What follows belongs to an exercise in optimizing a design on an open flow for small area; a production flow would make more cautious choices.
In this exercise RTL edits were held to simulation tests only and were not proved equivalent to the original.

==> flow/design.v, too long to show whole: its modules and the start of the top module <==
// module csa_fa: 6 lines
// module csa_ha: 6 lines
// module audio_core: 3471 lines
module audio_core
          (clk,
           reset,
           clk_enable,
           note_c4,
           note_d4,
           note_e4,
           note_f4,
           run_drum,
           volume_ctrl,
           ce_out,
           out_PDM);
  // ...
==> flow/run.sh <==
#!/bin/bash
# synth_recipe.tcl (not shown) runs the flow's synth.tcl, then flattens the netlist and writes it again
# the make line also repeats each setting of config.mk as NAME=value (left out here)
make -C /OpenROAD-flow-scripts/flow DESIGN_CONFIG=/design/flow/config.mk WORK_HOME=/design/flow/orfs CLKGATE_MAP_FILE= SYNTH_SCRIPT=/design/flow/synth_recipe.tcl finish
==> flow/config.mk <==
export PLATFORM = sky130hd
export DESIGN_NAME = audio_core
export DESIGN_NICKNAME = audio_core
export VERILOG_FILES = /design/flow/design.v
export SDC_FILE = /design/flow/constraint.sdc
export NUM_CORES = 4
export LEC_CHECK = 0
export CAP_MARGIN = 20
export CORE_MARGIN = 2
export CORE_UTILIZATION = 70
export PLACE_DENSITY = 0.8
export SLEW_MARGIN = 20
export SYNTH_HIERARCHICAL = 1
export SYNTH_MINIMUM_KEEP_SIZE = 0
==> flow/constraint.sdc <==
create_clock -name core_clock -period 10.0 [get_ports {clk}]
set_input_delay 2.0000 -clock core_clock [delete_from_list [all_inputs] [get_ports {clk}]]
set_output_delay 2.0000 -clock core_clock [all_outputs]
set_load 0.01 [all_outputs]
==> results.txt, run 1 <==
Die Wd: 330.1 um
DP Cell Count: 8823
area leader, netlist: fa_1
most frequent cells in the layout: fa_1, nor2_1, ha_1
Top class by area: multi-input gates
#MultiIn Comb: 6304
Taps Inserted: 1391
crit path time final: 9.715 ns
Antenna Violating Nets Remaining: 0
# setup viols final: 0
run status: no timing/DRC/antenna violations
NonClk Buf Share: 2.811%
Reg with most FFs: vd
Worst Hold End: vd[11][4]
fraction of area in registers: 18.14%
RSZ-0062 raised after global routing: yes
layout cells sized above 1: 7.313%
global routing's busiest layer: met2
first-pass GRT wire length: 347.1 mm
clk sinks: 522
cts hold-fix bufs: 0
Core Region: 0.1054 mm^2
Mapped Cells: 7542
hold crit path type: reg2reg
slowest CP cell: mux4_2
CP endpoint: ds[21]
==> inputs of run 2 (changes only) <==
--- a/flow/design.v
+++ b/flow/design.v
@@ -840,101 +840,57 @@
   csa_ha dr_ufc_inc_h20 (.a(dr_ufc[20]), .b(dr_ufc_inc_c[20]), .s(dr_ufc_inc[20]), .co(dr_ufc_inc_c[21]));
   csa_ha dr_ufc_inc_h21 (.a(dr_ufc[21]), .b(dr_ufc_inc_c[21]), .s(dr_ufc_inc[21]), .co(dr_ufc_inc_c[22]));
   csa_ha dr_ufc_inc_h22 (.a(dr_ufc[22]), .b(dr_ufc_inc_c[22]), .s(dr_ufc_inc[22]), .co(dr_ufc_inc_c[23]));
   csa_ha dr_ufc_inc_h23 (.a(dr_ufc[23]), .b(dr_ufc_inc_c[23]), .s(dr_ufc_inc[23]), .co(dr_ufc_inc_c[24]));
   csa_ha dr_ufc_inc_h24 (.a(dr_ufc[24]), .b(dr_ufc_inc_c[24]), .s(dr_ufc_inc[24]), .co(dr_ufc_inc_c[25]));
   wire [24:0] dr_ufc_n = !dr_run ? 25'h0ffffff : dr_ufc_inc;
   wire [18:0] dr_F_n = ~dr_ufc_n[24:6];
   wire dr_F_dec = dr_F_go & (&dr_ufc[5:0]);
-  reg [18:0] dr_c1, dr_c2;
-  reg dr_t1, dr_t2;
-  wire dr_z1 = (dr_c1 == 19'd0);
-  wire dr_z2 = (dr_c2 == 19'd0);
-  wire dr_T1 = dr_t1 ^ dr_z1;               
-  wire dr_T2 = dr_t2 ^ dr_z2;
-  wire [18:0] dr_c1_inc;
-  wire [19:0] dr_c1_inc_c;
-  assign dr_c1_inc_c[0] = dr_run2;
-  csa_ha dr_c1_inc_h0 (.a(dr_c1[0]), .b(dr_c1_inc_c[0]), .s(dr_c1_inc[0]), .co(dr_c1_inc_c[1]));
-  csa_ha dr_c1_inc_h1 (.a(dr_c1[1]), .b(dr_c1_inc_c[1]), .s(dr_c1_inc[1]), .co(dr_c1_inc_c[2]));
-  csa_ha dr_c1_inc_h2 (.a(dr_c1[2]), .b(dr_c1_inc_c[2]), .s(dr_c1_inc[2]), .co(dr_c1_inc_c[3]));
-  csa_ha dr_c1_inc_h3 (.a(dr_c1[3]), .b(dr_c1_inc_c[3]), .s(dr_c1_inc[3]), .co(dr_c1_inc_c[4]));
-  csa_ha dr_c1_inc_h4 (.a(dr_c1[4]), .b(dr_c1_inc_c[4]), .s(dr_c1_inc[4]), .co(dr_c1_inc_c[5]));
-  csa_ha dr_c1_inc_h5 (.a(dr_c1[5]), .b(dr_c1_inc_c[5]), .s(dr_c1_inc[5]), .co(dr_c1_inc_c[6]));
-  csa_ha dr_c1_inc_h6 (.a(dr_c1[6]), .b(dr_c1_inc_c[6]), .s(dr_c1_inc[6]), .co(dr_c1_inc_c[7]));
-  csa_ha dr_c1_inc_h7 (.a(dr_c1[7]), .b(dr_c1_inc_c[7]), .s(dr_c1_inc[7]), .co(dr_c1_inc_c[8]));
-  csa_ha dr_c1_inc_h8 (.a(dr_c1[8]), .b(dr_c1_inc_c[8]), .s(dr_c1_inc[8]), .co(dr_c1_inc_c[9]));
-  csa_ha dr_c1_inc_h9 (.a(dr_c1[9]), .b(dr_c1_inc_c[9]), .s(dr_c1_inc[9]), .co(dr_c1_inc_c[10]));
-  csa_ha dr_c1_inc_h10 (.a(dr_c1[10]), .b(dr_c1_inc_c[10]), .s(dr_c1_inc[10]), .co(dr_c1_inc_c[11]));
-  csa_ha dr_c1_inc_h11 (.a(dr_c1[11]), .b(dr_c1_inc_c[11]), .s(dr_c1_inc[11]), .co(dr_c1_inc_c[12]));
-  csa_ha dr_c1_inc_h12 (.a(dr_c1[12]), .b(dr_c1_inc_c[12]), .s(dr_c1_inc[12]), .co(dr_c1_inc_c[13]));
-  csa_ha dr_c1_inc_h13 (.a(dr_c1[13]), .b(dr_c1_inc_c[13]), .s(dr_c1_inc[13]), .co(dr_c1_inc_c[14]));
-  csa_ha dr_c1_inc_h14 (.a(dr_c1[14]), .b(dr_c1_inc_c[14]), .s(dr_c1_inc[14]), .co(dr_c1_inc_c[15]));
-  csa_ha dr_c1_inc_h15 (.a(dr_c1[15]), .b(dr_c1_inc_c[15]), .s(dr_c1_inc[15]), .co(dr_c1_inc_c[16]));
-  csa_ha dr_c1_inc_h16 (.a(dr_c1[16]), .b(dr_c1_inc_c[16]), .s(dr_c1_inc[16]), .co(dr_c1_inc_c[17]));
-  csa_ha dr_c1_inc_h17 (.a(dr_c1[17]), .b(dr_c1_inc_c[17]), .s(dr_c1_inc[17]), .co(dr_c1_inc_c[18]));
-  csa_ha dr_c1_inc_h18 (.a(dr_c1[18]), .b(dr_c1_inc_c[18]), .s(dr_c1_inc[18]), .co(dr_c1_inc_c[19]));
-  wire [18:0] dr_c1_n = (dr_run2 & dr_c1[18]) ? 19'd0 : dr_c1_inc;
-  wire [18:0] dr_c2_inc;
-  wire [19:0] dr_c2_k;
-  csa_ha dr_c2_h0 (.a(dr_c2[0]), .b(dr_run2), .s(dr_c2_inc[0]), .co(dr_c2_k[1]));
-  csa_fa dr_c2_f1 (.a(dr_c2[1]), .b(dr_run2), .c(dr_c2_k[1]), .s(dr_c2_inc[1]), .co(dr_c2_k[2]));
-  csa_ha dr_c2_h2 (.a(dr_c2[2]), .b(dr_c2_k[2]), .s(dr_c2_inc[2]), .co(dr_c2_k[3]));
-  csa_ha dr_c2_h3 (.a(dr_c2[3]), .b(dr_c2_k[3]), .s(dr_c2_inc[3]), .co(dr_c2_k[4]));
-  csa_ha dr_c2_h4 (.a(dr_c2[4]), .b(dr_c2_k[4]), .s(dr_c2_inc[4]), .co(dr_c2_k[5]));
-  csa_ha dr_c2_h5 (.a(dr_c2[5]), .b(dr_c2_k[5]), .s(dr_c2_inc[5]), .co(dr_c2_k[6]));
-  csa_ha dr_c2_h6 (.a(dr_c2[6]), .b(dr_c2_k[6]), .s(dr_c2_inc[6]), .co(dr_c2_k[7]));
-  csa_ha dr_c2_h7 (.a(dr_c2[7]), .b(dr_c2_k[7]), .s(dr_c2_inc[7]), .co(dr_c2_k[8]));
-  csa_ha dr_c2_h8 (.a(dr_c2[8]), .b(dr_c2_k[8]), .s(dr_c2_inc[8]), .co(dr_c2_k[9]));
-  csa_ha dr_c2_h9 (.a(dr_c2[9]), .b(dr_c2_k[9]), .s(dr_c2_inc[9]), .co(dr_c2_k[10]));
-  csa_ha dr_c2_h10 (.a(dr_c2[10]), .b(dr_c2_k[10]), .s(dr_c2_inc[10]), .co(dr_c2_k[11]));
-  csa_ha dr_c2_h11 (.a(dr_c2[11]), .b(dr_c2_k[11]), .s(dr_c2_inc[11]), .co(dr_c2_k[12]));
-  csa_ha dr_c2_h12 (.a(dr_c2[12]), .b(dr_c2_k[12]), .s(dr_c2_inc[12]), .co(dr_c2_k[13]));
-  csa_ha dr_c2_h13 (.a(dr_c2[13]), .b(dr_c2_k[13]), .s(dr_c2_inc[13]), .co(dr_c2_k[14]));
-  csa_ha dr_c2_h14 (.a(dr_c2[14]), .b(dr_c2_k[14]), .s(dr_c2_inc[14]), .co(dr_c2_k[15]));
-  csa_ha dr_c2_h15 (.a(dr_c2[15]), .b(dr_c2_k[15]), .s(dr_c2_inc[15]), .co(dr_c2_k[16]));
-  csa_ha dr_c2_h16 (.a(dr_c2[16]), .b(dr_c2_k[16]), .s(dr_c2_inc[16]), .co(dr_c2_k[17]));
-  csa_ha dr_c2_h17 (.a(dr_c2[17]), .b(dr_c2_k[17]), .s(dr_c2_inc[17]), .co(dr_c2_k[18]));
-  csa_ha dr_c2_h18 (.a(dr_c2[18]), .b(dr_c2_k[18]), .s(dr_c2_inc[18]), .co(dr_c2_k[19]));
-  wire [18:0] dr_c2_n = (dr_run2 & (dr_c2 == 19'd524286)) ? 19'd0 : dr_c2_inc;
-  wire dr_z1_n = (dr_c1_n == 19'd0);
-  wire dr_z2_n = (dr_c2_n == 19'd0);
+  reg signed [18:0] dr_v1;
+  reg signed [19:0] dr_v2;
+  reg dr_T1, dr_T2;
+  wire dr_c1max = dr_T1 ? (dr_v1 == -19'sd131072) : (dr_v1 == 19'sd131072);    
+  wire dr_c1min = dr_T1 ? (dr_v1 == 19'sd131072) : (dr_v1 == -19'sd131072);    
+  wire dr_c2max = dr_T2 ? (dr_v2 == -20'sd262142) : (dr_v2 == 20'sd262142);    
+  wire dr_c2min = dr_T2 ? (dr_v2 == 20'sd262144) : (dr_v2 == -20'sd262144);    
+  wire dr_z1_n = dr_run2 ? dr_c1max : dr_c1min;    
+  wire dr_z2_n = dr_run2 ? dr_c2max : dr_c2min;
   wire dr_T1_n = dr_T1 ^ dr_z1_n;
   wire dr_T2_n = dr_T2 ^ dr_z2_n;
-  wire [19:0] dr_w1 = {1'b0, dr_c1} - 20'd131072;
-  wire [19:0] dr_v1 = dr_T1 ? -dr_w1 : dr_w1;
-  wire [19:0] dr_w2 = {1'b0, dr_c2} - 20'd262144;
-  wire [19:0] dr_v2 = dr_T2 ? -dr_w2 : dr_w2;
+  wire signed [18:0] dr_v1_step = dr_v1 + (dr_run2 ? (dr_T1 ? -19'sd1 : 19'sd1) : 19'sd0);
+  wire signed [19:0] dr_v2_step = dr_v2 + (dr_run2 ? (dr_T2 ? -20'sd3 : 20'sd3) : 20'sd0);
+  wire signed [18:0] dr_v1_n = dr_z1_n ? (dr_T1_n ? 19'sd131072 : -19'sd131072) : dr_v1_step;
+  wire signed [19:0] dr_v2_n = dr_z2_n ? (dr_T2_n ? 20'sd262144 : -20'sd262144) : dr_v2_step;
   wire signed [17:0] dr_a1 = dr_v1[18:1];
   wire signed [17:0] dr_a2 = dr_v2[19:2];
-  wire dr_up1 = dr_run2 & ~dr_T1 & dr_c1[0];
-  wire dr_dn1 = dr_run2 &  dr_T1 & ~dr_c1[0];
-  wire dr_up2 = dr_run2 & ~dr_T2 & (dr_c2[1:0] != 2'd0);
-  wire dr_dn2 = dr_run2 &  dr_T2 & (dr_c2[1:0] != 2'd1);
-  wire signed [17:0] dr_a1_n = dr_a1 + {{17{dr_dn1}}, dr_up1 | dr_dn1};
-  wire signed [17:0] dr_a2_n = dr_a2 + {{17{dr_dn2}}, dr_up2 | dr_dn2};
+  wire signed [17:0] dr_a1_n = dr_v1_n[18:1];
+  wire signed [17:0] dr_a2_n = dr_v2_n[19:2];
+  wire dr_up1 = dr_run2 & ~dr_T1 & dr_v1[0];
+  wire dr_dn1 = dr_run2 &  dr_T1 & ~dr_v1[0];
+  wire dr_up2 = dr_run2 & ~dr_T2 & (dr_v2[1:0] != 2'd0);
+  wire dr_dn2 = dr_run2 &  dr_T2 & (dr_v2[1:0] != 2'd3);
   reg [35:0] dr_q1, dr_q2;
   wire [35:0] dr_Fx = {17'd0, dr_F_n};
   wire [35:0] q1_inc = dr_q1 + ((dr_up1 | dr_dn1) ? (dr_Fx ^ {36{dr_dn1}}) : 36'd0) + (dr_F_dec ? ~{{18{dr_a1[17]}}, dr_a1} : 36'd0)
                           + {34'd0, dr_dn1} + {34'd0, dr_F_dec};
   wire [35:0] q2_inc = dr_q2 + ((dr_up2 | dr_dn2) ? (dr_Fx ^ {36{dr_dn2}}) : 36'd0) + (dr_F_dec ? ~{{18{dr_a2[17]}}, dr_a2} : 36'd0)
                           + {34'd0, dr_dn2} + {34'd0, dr_F_dec};
   wire [35:0] q1_n = !dr_run ? (dr_z1_n ? (dr_T1_n ? 36'h400000000 : 36'hc00000000) : {dr_a1_n, 18'd0}) :
                      dr_z1_n ? (dr_T1_n ? {1'b0, dr_F_n, 16'd0} : -{1'b0, dr_F_n, 16'd0}) : q1_inc;
   wire [35:0] q2_n = !dr_run ? (dr_z2_n ? (dr_T2_n ? 36'h400000000 : 36'hc00000000) : {dr_a2_n, 18'd0}) :
                      dr_z2_n ? (dr_T2_n ? {1'b0, dr_F_n, 16'd0} : -{1'b0, dr_F_n, 16'd0}) : q2_inc;
   always @(posedge dr_clk or posedge dr_reset) begin
     if (dr_reset) begin
       dr_ufc <= 25'h0ffffff;
-      dr_c1 <= 19'd0; dr_c2 <= 19'd0; dr_t1 <= 1'b1; dr_t2 <= 1'b1;
+      dr_v1 <= -19'sd131072; dr_v2 <= -20'sd262144; dr_T1 <= 1'b0; dr_T2 <= 1'b0;
       dr_q1 <= 36'hc00000000; dr_q2 <= 36'hc00000000;
     end else if (dr_enb) begin
       dr_ufc <= dr_ufc_n;
-      dr_c1 <= dr_c1_n; dr_c2 <= dr_c2_n; dr_t1 <= dr_T1; dr_t2 <= dr_T2;
+      dr_v1 <= dr_v1_n; dr_v2 <= dr_v2_n; dr_T1 <= dr_T1_n; dr_T2 <= dr_T2_n;
       dr_q1 <= q1_n; dr_q2 <= q2_n;
     end
   end
   wire dr_sf_w1 = 1'b1 ^ (dr_s370[0] & dr_F[18]);
   wire dr_sf_w2 = 1'b1 & (dr_s370[0] & dr_F[18]);
   wire dr_sf_w3 = (dr_s370[0] & dr_F[13]) ^ (dr_s370[1] & dr_F[12]);
   wire dr_sf_w4 = (dr_s370[0] & dr_F[13]) & (dr_s370[1] & dr_F[12]);
   wire dr_sf_w5, dr_sf_w6;
==> run 2 against run 1 <==
Worst hold slack lost 0.0018 ns. Clock-buffer cell count grew 15. Flip-flop and latch count grew 1. Final cell count shrank 1.2%. Critical path depth shrank 5. Synthesized area shrank 0.75%. Register-to-register slack gained 0.16 ns. Via count shrank 0.92%.
==> results.txt, run 2 <==
CTS tree: yes
Post-Route WL: 217.0 mm
fmax: 104.6 MHz
main combinational cell family by area after synthesis: adder cells
die height: 328.9 um
Clock Skew: 0.03609 ns
Post-Synth Adder-Cell Area: 42.22%
Critical Path Fanout Max: 7
Mapped Area: 0.07389 mm^2
min-delay src: vd[4][6]
Antenna Cells: 0
Synth Area in Simple Gates: 13.97%
effective utilization at floorplan: 70.39%
final non-filler cell area: 0.07837 mm^2
CTS root buf: clkbuf_16
clk sinks: 523 (+0.19%)
register area share after synthesis: 19.50%
layout cells sized above 1: 6.158% (-1.2 points)
FF-to-FF Start: sc[1]
Core Region: 0.1050 mm^2 (-0.42%)
Regs by FF count: vd x96, m x41
wire per inst: 24.58 um
YS warnings: 8
slowest CP cell: a311oi_1
Detailed Routing Iterations Pass 1: 9
ys async rst share: 52.77%
routing usage on met1: 55.52%
Hold Path Depth: 0
htree depth: 3
slowest stage delay, CP: 0.54 ns
ys flop type: edfxtp_1
vias in the first global route: 61.60k
CTS Buffer Depth: 3
FF-to-FF End: s1[31]
hold crit path type: reg2reg
share of the synthesized area in the top cell type: 30.83%
worst-margin pin slew: 1.123 ns
Reg with most FFs: vd
CTS Buf Count: 67
post-synthesis compound-gate area fraction: 15.36%
die area: 0.1082 mm^2
Seq cells post-synth: 523
crit path DAT: 9.96 ns
top cells by count, synth: fa_1, nor2_1, ha_1, nand2_1, a21oi_1
Largest register FFs: 96
routed vias/inst: 6.788
commonest non-fill, non-tap cell in the layout: fa_1
largest net degree at the start of global routing: 137
Die Wd: 328.9 um (-0.37%)
routability cong.: 1.002
Total Routing Usage GR: 41.08%
slew margin rel.: 25.15%
post-synthesis xor/xnor area fraction: 4.232%
Synth area leaders: fa_1, ha_1, edfxtp_1
later-pin clock latency in the skew report: 0.68 ns
Post-Layout Cell Count: 8829
port bufs: 17
DP HPWL: 163.8 mm
Worst Path Buf+Inv: 3
Worst R2R Path Depth: 29
# rows: 119
period utilization: 95.57%
DRC: 0
Mapped Cells: 7503 (-0.52%)
most frequent cells in the layout: fa_1, nor2_1, ha_1
crit end category: flip-flop
Max Transition Viols Final: 0
most frequent CP cell: fa_1
cts hold-fix bufs: 0 (unchanged)
DP Cell Count: 8689 (-1.5%)
Startpoint Class: flip-flop
multiplexer area fraction after synthesis: 0.9805%
final hold vios: 0
Ports: 18
Nets: 9209
run status: no timing/DRC/antenna violations
area leader, netlist: fa_1
Iteration-0 DRC Markers: 6982
Antenna Violating Nets Remaining: 0 (unchanged)
number of max-cap violations: 0
flop2flop setup slack: 0.44 ns
CP top delay family: adder cells
Setup CP Type: reg2reg
Post-synth EDFFs: 247
clock slew at reported path FFs: 0.06 ns
Worst Hold End: vd[5][6]
number of distinct library cells after synthesis: 93
first-pass GRT wire length: 345.2 mm (-0.55%)
syn avg cell area: 9.848 um^2
vias: 59.93k
P&R area growth vs syn: 6.067%
DP Area: 0.07582 mm^2
count leader, synth: fa_1
total gr overflow: 0
Critical Path RT: 10.40 ns
global-route met3 utilization: 8.255%
global routing's busiest layer: met2
crit path time final: 9.557 ns (-0.1583 ns)
initial antenna violation count: 1
M2 GR Usage: 64.27%
# setup viols final: 0 (unchanged)
[run 2: per-layer routing]
| metal | wire, um | up-vias |
|---|---|---|
| met5 | 0 | - |
| met4 | 11850 | 0 |
| met3 | 21700 | 714 |
| met2 | 99980 | 3489 |
| met1 | 83440 | 29805 |
| li1 | - | 25925 |
[run 2: worst max-delay path by stage]
stage | depth (start not counted) | to | startpoint
after floorplan | 34 | ds[20] | o370_j[0]
after global placement | 29 | s1[32] | sc[0]
after detailed placement | 35 | ds[20] | o370_j[0]
after CTS | 39 | ds[14] | o370_j[1]
after global routing | 38 | ds[14] | o370_j[1]
final | 29 | s1[31] | sc[1]
[run 2: kinds of logic (layout without fill, tap and decap cells)]
kind of cell / after synthesis / count (layout)
simple gates: 2224 / 2224
fa+ha+maj: 1811 / 1811
compound gates: 1794 / 1794
buf+inv: 726 / 655
flops: 523 / 523
xor+xnor: 357 / 357
mux: 66 / 66
other cells: 2 / 8
[run 2: what timing repair did]
item / CTS / global route
buffers inserted: 0 / 12
setup endpoints to repair: 0 / 11
gates resized for setup: 0 / 26
[run 2: area by class of cell]
class	instances	area (um^2)
Clock buffer	88	1869
Clock inverter	35	375.4
Fill cell	7328	26600
Inverter	323	1226
Multi-Input combinational cell	6260	56910
Sequential cell	523	14420
Tap cell	1391	1740
Timing Repair Buffer	209	1832
[run 2: metrics by stage]
step | TNS [ns] | hold slack, ns | util, % | setup WS, ns
2_1_floorplan | 0 | 0.4003 | - | 0.4923
3_3_place_gp | 0 | 0.4014 | 72.23 | 0.3302
3_5_place_dp | 0 | 0.4045 | 72.23 | 0.1937
4_1_cts | 0 | 0.4140 | 74.37 | 0.1663
5_1_grt | -0.009928 | 0.4208 | 74.66 | -0.009928
6_report | 0 | 0.4133 | 74.66 | 0.4430
[run 2: Yosys stat by module, one instance, submodules excluded]
module	cell area (um^2)	cells inside	copies in the design	flops+latches
csa_ha	12.51	1	87	0
audio_core	51820	6368	1	523
csa_fa	20.02	1	1048	0
[run 2: worst reg2reg max path, delay by kind of cell (launching register included)]
family,cells,cell delay (ns)
AOI/OAI and AO/OA,11,3.15
DFF,1,0.49
xor gates and xnor gates,2,0.55
and+or+nand+nor,4,0.65
adders and majority gates,9,3.91
buffers and inverters,3,0.53
==> inputs of run 3 (changes only) <==
--- a/flow/config.mk
+++ b/flow/config.mk
@@ -8,6 +8,8 @@
 export CAP_MARGIN = 20
 export CORE_MARGIN = 2
 export CORE_UTILIZATION = 70
+export CTS_CLUSTER_DIAMETER = 100
+export CTS_CLUSTER_SIZE = 20
 export PLACE_DENSITY = 0.8
 export SLEW_MARGIN = 20
 export SYNTH_HIERARCHICAL = 1
==> run 3 against run 2 <==
Worst hold slack barely moved. Clock-buffer cell count fell by 35. Critical path depth rose by 3. Critical path type unchanged.
==> results.txt, run 3 <==
first-pass GRT wire length: 342.3 mm (-0.82%)
Die Wd: 328.9 um (unchanged)
Mapped Cells: 7503 (unchanged)
Post-Route WL: 215.0 mm (-0.92%)
most frequent CP cell: fa_1
crit path DAT: 9.94 ns (-0.02 ns)
most frequent cells in the layout: fa_1, nor2_1, ha_1
routability cong.: 1.002 (unchanged)
# rows: 119 (unchanged)
DP HPWL: 163.8 mm (unchanged)
Total Routing Usage GR: 40.66% (-0.42 points)
crit path time final: 9.546 ns (-0.01075 ns)
commonest non-fill, non-tap cell in the layout: fa_1
wire per inst: 24.49 um (-0.33%)
htree depth: 2 (-1)
number of max-cap violations: 0 (unchanged)
Seq cells post-synth: 523 (unchanged)
Reg with most FFs: vd
ys async rst share: 52.77% (unchanged)
hold crit path type: reg2reg
Antenna Cells: 0 (unchanged)
clk sinks: 523 (unchanged)
worst-margin pin slew: 1.117 ns (-0.005747 ns)
register area share after synthesis: 19.50% (unchanged)
slew margin rel.: 25.53% (+0.38 points)
area leader, netlist: fa_1
CTS tree: yes
Core Region: 0.1050 mm^2 (unchanged)
die area: 0.1082 mm^2 (unchanged)
Synth area leaders: fa_1, ha_1, edfxtp_1
total gr overflow: 0 (unchanged)
hold_ws: 0.4133 ns (+0.00001300 ns)
top cells by count, synth: fa_1, nor2_1, ha_1, nand2_1, a21oi_1
slowest CP cell: fa_1
DP Area: 0.07582 mm^2 (unchanged)
Detailed Routing Iterations Pass 1: 8 (-1)
final non-filler cell area: 0.07746 mm^2 (-1.2%)
effective utilization at floorplan: 70.39% (unchanged)
run status: no timing/DRC/antenna violations
Regs by FF count: vd x96, m x41
syn avg cell area: 9.848 um^2 (unchanged)
DRC: 0 (unchanged)
ys flop type: edfxtp_1
later-pin clock latency in the skew report: 0.66 ns (-0.02 ns)
CTS root buf: clkbuf_16
Ports: 18 (unchanged)
layout cells sized above 1: 5.565% (-0.59 points)
Critical Path RT: 10.40 ns (about the same)
P&R area growth vs syn: 4.833%
Startpoint Class: flip-flop
vias: 59.58k (-0.60%)
Critical Path Fanout Max: 28 (+21)
crit end category: flip-flop
die height: 328.9 um (unchanged)
port bufs: 17 (unchanged)
Setup CP Type: reg2reg
fmax: 104.8 MHz (+0.11%)
largest net degree at the start of global routing: 137 (unchanged)
Clock Skew: 0.03610 ns (+0.00001480 ns)
period utilization: 95.46% (-0.11 points)
count leader, synth: fa_1
initial antenna violation count: 1 (unchanged)
Antenna Violating Nets Remaining: 0 (unchanged)
share of the synthesized area in the top cell type: 30.83% (unchanged)
Iteration-0 DRC Markers: 7247 (+3.8%)
routed vias/inst: 6.788 (about the same)
Post-synth EDFFs: 247 (unchanged)
Max Transition Viols Final: 0 (unchanged)
number of distinct library cells after synthesis: 93 (unchanged)
# setup viols final: 0 (unchanged)
Mapped Area: 0.07389 mm^2 (unchanged)
CTS Buffer Depth: 3 (unchanged)
slowest stage delay, CP: 0.56 ns (+0.02 ns)
CTS Buf Count: 39 (-42%)
vias in the first global route: 61.06k (-0.88%)
YS warnings: 8 (unchanged)
final hold vios: 0 (unchanged)
Nets: 9180 (-0.31%)
clock slew at reported path FFs: 0.09 ns (+0.03 ns)
Largest register FFs: 96 (unchanged)
==> run 3: cell counts after synthesis <==
No cell type changed its count.
==> run 3: layer usage <==
metal | global-route usage [%] | vias up | wire [um]
li1 | - | 25828 | -
met1 | 55.42 | 29723 | 83270
met2 | 63.70 | 3303 | 99040
met3 | 7.737 | 721 | 20880
met4 | 18.44 | 0 | 11790
met5 | 0 | - | 0
==> run 3: through the flow <==
step                      worst slack (ns)  util, %   TNS [ns]  cells
final                               0.4537    73.79          0   8777
after global routing             -0.005635    73.79  -0.005635   8777
after CTS                           0.1308    73.50          0   8761
after detailed placement            0.1937    72.23          0   8689
after global placement              0.3302    72.23          0   8688
after floorplan                     0.4923        -          0   7509
==> run 3: timing repair <==
item                       in CTS  in global routing
setup endpoints to repair       0                 11
buffers inserted                0                 11
hold buffers                    0                  0
resized for setup               0                 27
==> run 3: layout make-up <==
class                           instances  area [um^2]
Sequential cell                       523        14420
Fill cell                            7465        27510
Clock buffer                           53         1070
Clock inverter                         19        257.7
Multi-Input combinational cell       6260        56900
Inverter                              323         1230
Tap cell                             1391         1740
Timing Repair Buffer                  208         1841
==> run 3: path summary, 6_finish.rpt <==
| kind | startpoint | end | slack, ns | depth (start not counted) |
|---|---|---|---|---|
| max | o370_j[1] | ds[15] | 0.45 | 32 |
| min | vd[0][2] | vd[1][2] | 0.41 | 0 |
| max reg2reg | o370_j[1] | ds[15] | 0.45 | 32 |
| min reg2reg | vd[0][2] | vd[1][2] | 0.41 | 0 |
| max in group asynchronous | reset | pr[6] | 6.11 | 4 |
| min in group asynchronous | reset | oe4_cd[9] | 1.83 | 2 |
==> run 3: cells by family after synthesis <==
group                    after synthesis  share of synthesized area, %
flip-flops                           523                         19.50
AND/OR/NAND/NOR                     2224                         13.97
adder cells (fa/ha/maj)             1811                         42.22
multiplexers                          66                        0.9805
AO/OA/AOI/OAI                       1794                         15.36
other                                  2                       0.01016
XOR/XNOR                             357                         4.232
buffers and inverters                726                         3.727
==> run 3: modules after synthesis, one instance, submodules excluded <==
module,cell area [um^2],cells inside,copies in the design
audio_core,51820,6368,1
csa_fa,20.02,1,1048
csa_ha,12.51,1,87
==> run 3: critical path, delay by kind of cell, from the launching register on <==
| family | cells | cell delay [ns] |
|---|---|---|
| fa+ha+maj | 10 | 4.19 |
| compound gates | 12 | 3.03 |
| buf+inv | 4 | 0.78 |
| simple gates | 5 | 0.77 |
| flops | 1 | 0.42 |
| xor+xnor | 1 | 0.09 |
==> inputs of run 4 (changes only) <==
--- a/flow/config.mk
+++ b/flow/config.mk
@@ -8,8 +8,8 @@
 export CAP_MARGIN = 20
 export CORE_MARGIN = 2
 export CORE_UTILIZATION = 70
-export CTS_CLUSTER_DIAMETER = 100
-export CTS_CLUSTER_SIZE = 20
+export CTS_CLUSTER_DIAMETER = 70
+export CTS_CLUSTER_SIZE = 25
 export PLACE_DENSITY = 0.8
 export SLEW_MARGIN = 20
 export SYNTH_HIERARCHICAL = 1
==> run 4 against run 3 <==
Non-clock buffer count grew 4. Core utilization up 0.81 points. Fmax fell by 0.12%. Flip-flop and latch count did not move. Die area unchanged. Largest cell class unchanged. Highest routed layer unchanged.
==> results.txt, run 4 <==
routed vias/inst: 6.795 (+0.10%)
FF-to-FF Start: sc[0]
worst-margin pin slew: 1.167 ns (+0.04992 ns)
Setup crit start: sc[0]
Post-Layout Cell Count: 8810 (+0.38%)
CTS root buf: clkbuf_16
Startpoint Class: flip-flop
YS warnings: 8 (unchanged)
run status: no timing/DRC/antenna violations
clock slew at reported path FFs: 0.08 ns (about the same)
DP Cell Count: 8689 (unchanged)
period utilization: 95.58% (+0.12 points)
total gr overflow: 0 (unchanged)
Synth area leaders: fa_1, ha_1, edfxtp_1
Worst Path Buf+Inv: 1 (-3)
Die Wd: 328.9 um (unchanged)
most frequent CP cell: ha_1
crit end category: flip-flop
Core Region: 0.1050 mm^2 (unchanged)
Total Routing Usage GR: 40.77% (+0.11 points)
Clock Skew: 0.07870 ns (+0.04260 ns)
die area: 0.1082 mm^2 (unchanged)
clk sinks: 523 (unchanged)
hold crit path type: reg2reg
fin util: 74.60% (+0.81 points)
Mapped Area: 0.07389 mm^2 (unchanged)
count leader, synth: fa_1
final hold vios: 0 (unchanged)
effective utilization at floorplan: 70.39% (unchanged)
P&R area growth vs syn: 5.979%
die height: 328.9 um (unchanged)
initial antenna violation count: 1 (unchanged)
slowest stage delay, CP: 0.47 ns (-0.09 ns)
Detailed Routing Iterations Pass 1: 8 (unchanged)
Critical Path RT: 10.61 ns (+0.21 ns)
DRC: 0 (unchanged)
crit path time final: 9.558 ns (+0.01185 ns)
Max Transition Viols Final: 0 (unchanged)
crit path DAT: 10.17 ns (+0.23 ns)
CTS Buffer Depth: 3 (unchanged)
commonest non-fill, non-tap cell in the layout: fa_1
Mapped Cells: 7503 (unchanged)
wire per inst: 24.59 um (+0.38%)
fmax: 104.6 MHz (-0.12%)
CP top delay family: adder cells
port bufs: 17 (unchanged)
Critical Path Fanout Max: 7 (-75%)
Ports: 18 (unchanged)
most frequent cells in the layout: fa_1, nor2_1, ha_1
Regs by FF count: vd x96, m x41
register area share after synthesis: 19.50% (unchanged)
Layout fillers: 7352 (-1.5%)
Nets: 9198 (+0.20%)
later-pin clock latency in the skew report: 0.71 ns (+0.05 ns)
largest net degree at the start of global routing: 137 (unchanged)
slowest CP cell: a2111oi_0
share of the synthesized area in the top cell type: 30.83% (unchanged)
layout cells sized above 1: 6.174% (+0.61 points)
Largest register FFs: 96 (unchanged)
Reg with most FFs: vd
area leader, netlist: fa_1
Post-synth EDFFs: 247 (unchanged)
DP HPWL: 163.8 mm (unchanged)
CTS Buf Count: 53 (+36%)
Seq cells post-synth: 523 (unchanged)
vias in the first global route: 61.26k (+0.32%)
Post-Route WL: 216.6 mm (+0.76%)
first-pass GRT wire length: 343.5 mm (+0.35%)
routability cong.: 1.002 (unchanged)
ys async rst share: 52.77% (unchanged)
min-delay src: rdd[4]
vias: 59.86k (+0.48%)
number of max-cap violations: 0 (unchanged)
top cells by count, synth: fa_1, nor2_1, ha_1, nand2_1, a21oi_1
number of distinct library cells after synthesis: 93 (unchanged)
Antenna Violating Nets Remaining: 0 (unchanged)
Iteration-0 DRC Markers: 7356 (+1.5%)
syn avg cell area: 9.848 um^2 (unchanged)
# setup viols final: 0 (unchanged)
Setup CP Type: reg2reg
CTS tree: yes
htree depth: 2 (unchanged)
# rows: 119 (unchanged)
ys flop type: edfxtp_1
slew margin rel.: 22.20% (-3.3 points)
-- run 4: cell count changes in the layout (fill, tap and decap cells not counted), moves of 2 or more --
cell       change
buf_12         +2
clkbuf_1      -11
clkbuf_16     +16
clkbuf_8       -2
clkinv_16      +2
clkinv_2       +4
inv_12         +9
inv_16        +12
inv_6          -5
inv_8          +3
-- run 4: timing repair --
action,in CTS,in global routing
endpoints found under the hold margin,0,0
hold buffers,0,0
setup endpoints to repair,0,14
gates resized for setup,0,35
setup buffers,0,14
-- run 4: cell type report --
class,instances,area [um^2],share of cell area (%)
multi-input cells,6260,56930,72.70
flip-flops and latches,523,14420,18.41
repair buffers,212,1904,2.432
well taps,1391,1740,2.223
clock buffers,55,1376,1.758
inverters,323,1230,1.571
clock inverters,45,704.4,0.8996
diodes,1,2.502,0.003196
-- run 4: worst paths after layout --
path	endpoint	slack [ns]	depth (start not counted)
min	rdd[5]	0.42	0
max	dr_q1[34]	0.44	40
min reg2reg	rdd[5]	0.42	0
min in group asynchronous	oe4_cd[5]	1.79	2
max reg2reg	dr_q1[34]	0.44	40
max in group asynchronous	pr[5]	6.11	4
-- run 4: logic make-up (layout without fill, tap and decap cells) --
logic type | count (synthesis) | in the layout | share of synthesized area (%)
flip-flops | 523 | 523 | 19.50
AND/OR/NAND/NOR | 2224 | 2224 | 13.97
buffers and inverters | 726 | 635 | 3.727
other | 2 | 9 | 0.01016
adder cells (fa/ha/maj) | 1811 | 1811 | 42.22
XOR/XNOR | 357 | 357 | 4.232
multiplexers | 66 | 66 | 0.9805
AO/OA/AOI/OAI | 1794 | 1794 | 15.36
-- run 4: layer usage --
metal | vias to the layer above | track usage [%] | routed length [um]
li1 | 25890 | - | -
met1 | 29761 | 55.49 | 83310
met2 | 3506 | 64.17 | 100100
met3 | 703 | 7.713 | 21570
met4 | 0 | 18.16 | 11640
met5 | - | 0 | 0
-- run 4: stage by stage --
step / hold slack, ns / setup TNS, ns / cell area (um^2) / setup slack, ns
after floorplan: 0.4003 / 0 / 73910 / 0.4923
after global placement: 0.4014 / 0 / 75820 / 0.3302
after detailed placement: 0.4045 / 0 / 75820 / 0.1937
after CTS: 0.4154 / 0 / 77900 / 0.1154
after global routing: 0.4221 / -0.02017 / 78300 / -0.02017
final: 0.4162 / 0 / 78310 / 0.4419
-- run 4: Yosys stat by module, one instance, submodules excluded --
module	flops+latches	cells	area, um^2
audio_core	523	6368	51820
csa_fa	0	1	20.02
csa_ha	0	1	12.51
==> inputs of run 5 (changes only) <==
--- a/flow/config.mk
+++ b/flow/config.mk
@@ -8,8 +8,8 @@
 export CAP_MARGIN = 20
 export CORE_MARGIN = 2
 export CORE_UTILIZATION = 70
-export CTS_CLUSTER_DIAMETER = 70
-export CTS_CLUSTER_SIZE = 25
+export CTS_CLUSTER_DIAMETER = 110
+export CTS_CLUSTER_SIZE = 24
 export PLACE_DENSITY = 0.8
 export SLEW_MARGIN = 20
 export SYNTH_HIERARCHICAL = 1
==> run 5 against run 4 <==
Synthesized cell count stayed put. Critical path depth is 1 higher. Die area did not move. Worst setup slack improved by 0.043 ns. Critical path type unchanged. Largest cell class unchanged.
==> results.txt, run 5 <==
Nets: 9177 (-0.23%)
vias in the first global route: 60.99k (-0.43%)
ys async rst share: 52.77% (unchanged)
Synth area leaders: fa_1, ha_1, edfxtp_1
most frequent cells in the layout: fa_1, nor2_1, ha_1
initial antenna violation count: 0 (-1)
crit path DAT: 10.07 ns (-0.10 ns)
fmax: 105.1 MHz (+0.45%)
clock slew at reported path FFs: 0.10 ns (+0.02 ns)
die area: 0.1082 mm^2 (unchanged)
wire per inst: 24.60 um (about the same)
port bufs: 17 (unchanged)
Seq cells post-synth: 523 (unchanged)
effective utilization at floorplan: 70.39% (unchanged)
vias: 59.58k (-0.47%)
commonest non-fill, non-tap cell in the layout: fa_1
final hold vios: 0 (unchanged)
slowest CP cell: fa_1
Post-Route WL: 215.7 mm (-0.42%)
setup ws final: 0.4844 ns (+0.04252 ns)
period utilization: 95.16% (-0.43 points)
layout cells sized above 1: 5.529% (-0.64 points)
hold_ws: 0.4185 ns (+0.002272 ns)
CTS root buf: clkbuf_16
routability cong.: 1.002 (unchanged)
htree depth: 2 (unchanged)
YS warnings: 8 (unchanged)
Max Transition Viols Final: 0 (unchanged)
CTS Buffer Depth: 3 (unchanged)
crit end category: flip-flop
later-pin clock latency in the skew report: 0.66 ns (-0.05 ns)
register area share after synthesis: 19.50% (unchanged)
DP HPWL: 163.8 mm (unchanged)
area leader, netlist: fa_1
fin util: 73.70% (-0.90 points)
top cells by count, synth: fa_1, nor2_1, ha_1, nand2_1, a21oi_1
Startpoint Class: flip-flop
Mapped Area: 0.07389 mm^2 (unchanged)
total gr overflow: 0 (unchanged)
number of distinct library cells after synthesis: 93 (unchanged)
Antenna Violating Nets Remaining: 0 (unchanged)
run status: no timing/DRC/antenna violations
largest net degree at the start of global routing: 137 (unchanged)
Setup CP Type: reg2reg
DRC: 0 (unchanged)
Regs by FF count: vd x96, m x41
hold crit path type: reg2reg
CP top delay family: adder cells
CTS tree: yes
worst-margin pin slew: 1.137 ns (-0.02944 ns)
Clock Skew: 0.02949 ns (-0.04921 ns)
Largest register FFs: 96 (unchanged)
Worst Path Buf+Inv: 1 (unchanged)
# rows: 119 (unchanged)
routed vias/inst: 6.793 (about the same)
Critical Path RT: 10.55 ns (-0.06 ns)
Detailed Routing Iterations Pass 1: 9 (+1)
clk sinks: 523 (unchanged)
Reg with most FFs: vd
slew margin rel.: 24.17% (+2.0 points)
die height: 328.9 um (unchanged)
most frequent CP cell: ha_1
count leader, synth: fa_1
Die Wd: 328.9 um (unchanged)
share of the synthesized area in the top cell type: 30.83% (unchanged)
Critical Path Fanout Max: 6 (-1)
Iteration-0 DRC Markers: 7267 (-1.2%)
Total Routing Usage GR: 40.68% (-0.094 points)
Ports: 18 (unchanged)
first-pass GRT wire length: 342.3 mm (-0.37%)
Core Region: 0.1050 mm^2 (unchanged)
Antenna Cells: 0 (-1)
CTS Buf Count: 35 (-34%)
crit path time final: 9.516 ns (-0.04252 ns)
syn avg cell area: 9.848 um^2 (unchanged)
slowest stage delay, CP: 0.48 ns (about the same)
ys flop type: edfxtp_1
Post-Place Setup Slack: 0.1937 ns (unchanged)
Mapped Cells: 7503 (unchanged)
P&R area growth vs syn: 4.701%
number of max-cap violations: 0 (unchanged)
Post-synth EDFFs: 247 (unchanged)
# setup viols final: 0 (unchanged)
run 5: logic make-up after synthesis:
logic type | after synthesis | synth area share [%]
AOI/OAI and AO/OA | 1794 | 15.36
other | 2 | 0.01016
muxes | 66 | 0.9805
DFF | 523 | 19.50
and+or+nand+nor | 2224 | 13.97
buffers and inverters | 726 | 3.727
adders and majority gates | 1811 | 42.22
xor gates and xnor gates | 357 | 4.232
run 5: Yosys stat by module (local to each module, per instance):
module,cells inside,flip-flops and latches,area [um^2]
csa_fa,1,0,20.02
audio_core,6368,523,51820
csa_ha,1,0,12.51
run 5: through the flow:
step | instances | instance area, um^2 | setup TNS, ns
after floorplan | 7509 | 73910 | 0
after global placement | 8688 | 75820 | 0
after detailed placement | 8689 | 75820 | 0
after CTS | 8753 | 77050 | 0
after global routing | 8770 | 77360 | -0.006328
final | 8770 | 77360 | 0
run 5: per-layer routing:
metal / vias to the layer above / global-route usage [%] / share of wire (%)
li1: 25832 / - / -
met1: 29627 / 55.32 / 39
met2: 3406 / 63.77 / 46
met3: 713 / 7.900 / 9.7
met4: 0 / 18.39 / 5.5
met5: - / 0 / 0
run 5: final cells by class:
type | instances | area (um^2)
clock inverters | 21 | 321.6
flip-flops and latches | 523 | 14420
fillers | 7472 | 27610
repair buffers | 209 | 1836
clock buffers | 43 | 905.9
multi-input cells | 6260 | 56910
inverters | 323 | 1230
well taps | 1391 | 1740
run 5: what timing repair did:
item	CTS	global route
buffers inserted	0	12
resized for setup	0	27
hold buffers	0	0
endpoints found under the hold margin	0	0
setup endpoints to repair	0	11
run 5: worst paths after layout:
kind                       slack (ns)  depth (start not counted)       from        end
hold / removal                   0.42                          0  vd[10][2]  vd[11][2]
setup reg to reg                 0.48                         41      sc[0]  dr_q2[33]
max in group asynchronous        6.14                          4      reset      pr[5]
hold reg to reg                  0.42                          0  vd[10][2]  vd[11][2]
setup / recovery                 0.48                         41      sc[0]  dr_q2[33]
min in group asynchronous        1.81                          2      reset  oe4_cd[5]

==> separate check: timing with driven ports <==
The flow's constraints put no driver on any port. The routed layouts listed below were extracted and timed again, unchanged, in two steps.
Step 1, drivers: a clkbuf_16 drives clk and a buf_2 each remaining input, both assumed.
Step 2 adds t to the input delays and takes it off the output delays; t is the mean of the earliest and latest rising clock arrival at the registers after step 1. Input paths then give back, and output paths get back, about the clock's delay inside the block.
a / b / c = ideal / step 1 / step 2; a / b = the first two.
run | t (ns) | slack for setup (ns) | worst hold slack (ns) | clock arrival spread, ns | worst data-port slew with drivers (ns)
run 1 | 0.777 | 0.285 / 0.285 / 0.285 | 0.415 / 0.415 / 0.415 | 0.052 / 0.052 | 0.05
run 2 | 0.750 | 0.443 / 0.443 / 0.443 | 0.413 / 0.413 / 0.413 | 0.058 / 0.058 | 0.05
run 3 | 0.722 | 0.454 / 0.454 / 0.454 | 0.413 / 0.413 / 0.413 | 0.037 / 0.037 | 0.05
run 4 | 0.745 | 0.442 / 0.442 / 0.442 | 0.416 / 0.416 / 0.416 | 0.090 / 0.090 | 0.05
run 5 | 0.732 | 0.484 / 0.484 / 0.484 | 0.419 / 0.419 / 0.419 | 0.032 / 0.032 | 0.05
After both steps setup and hold are still met in every run listed.
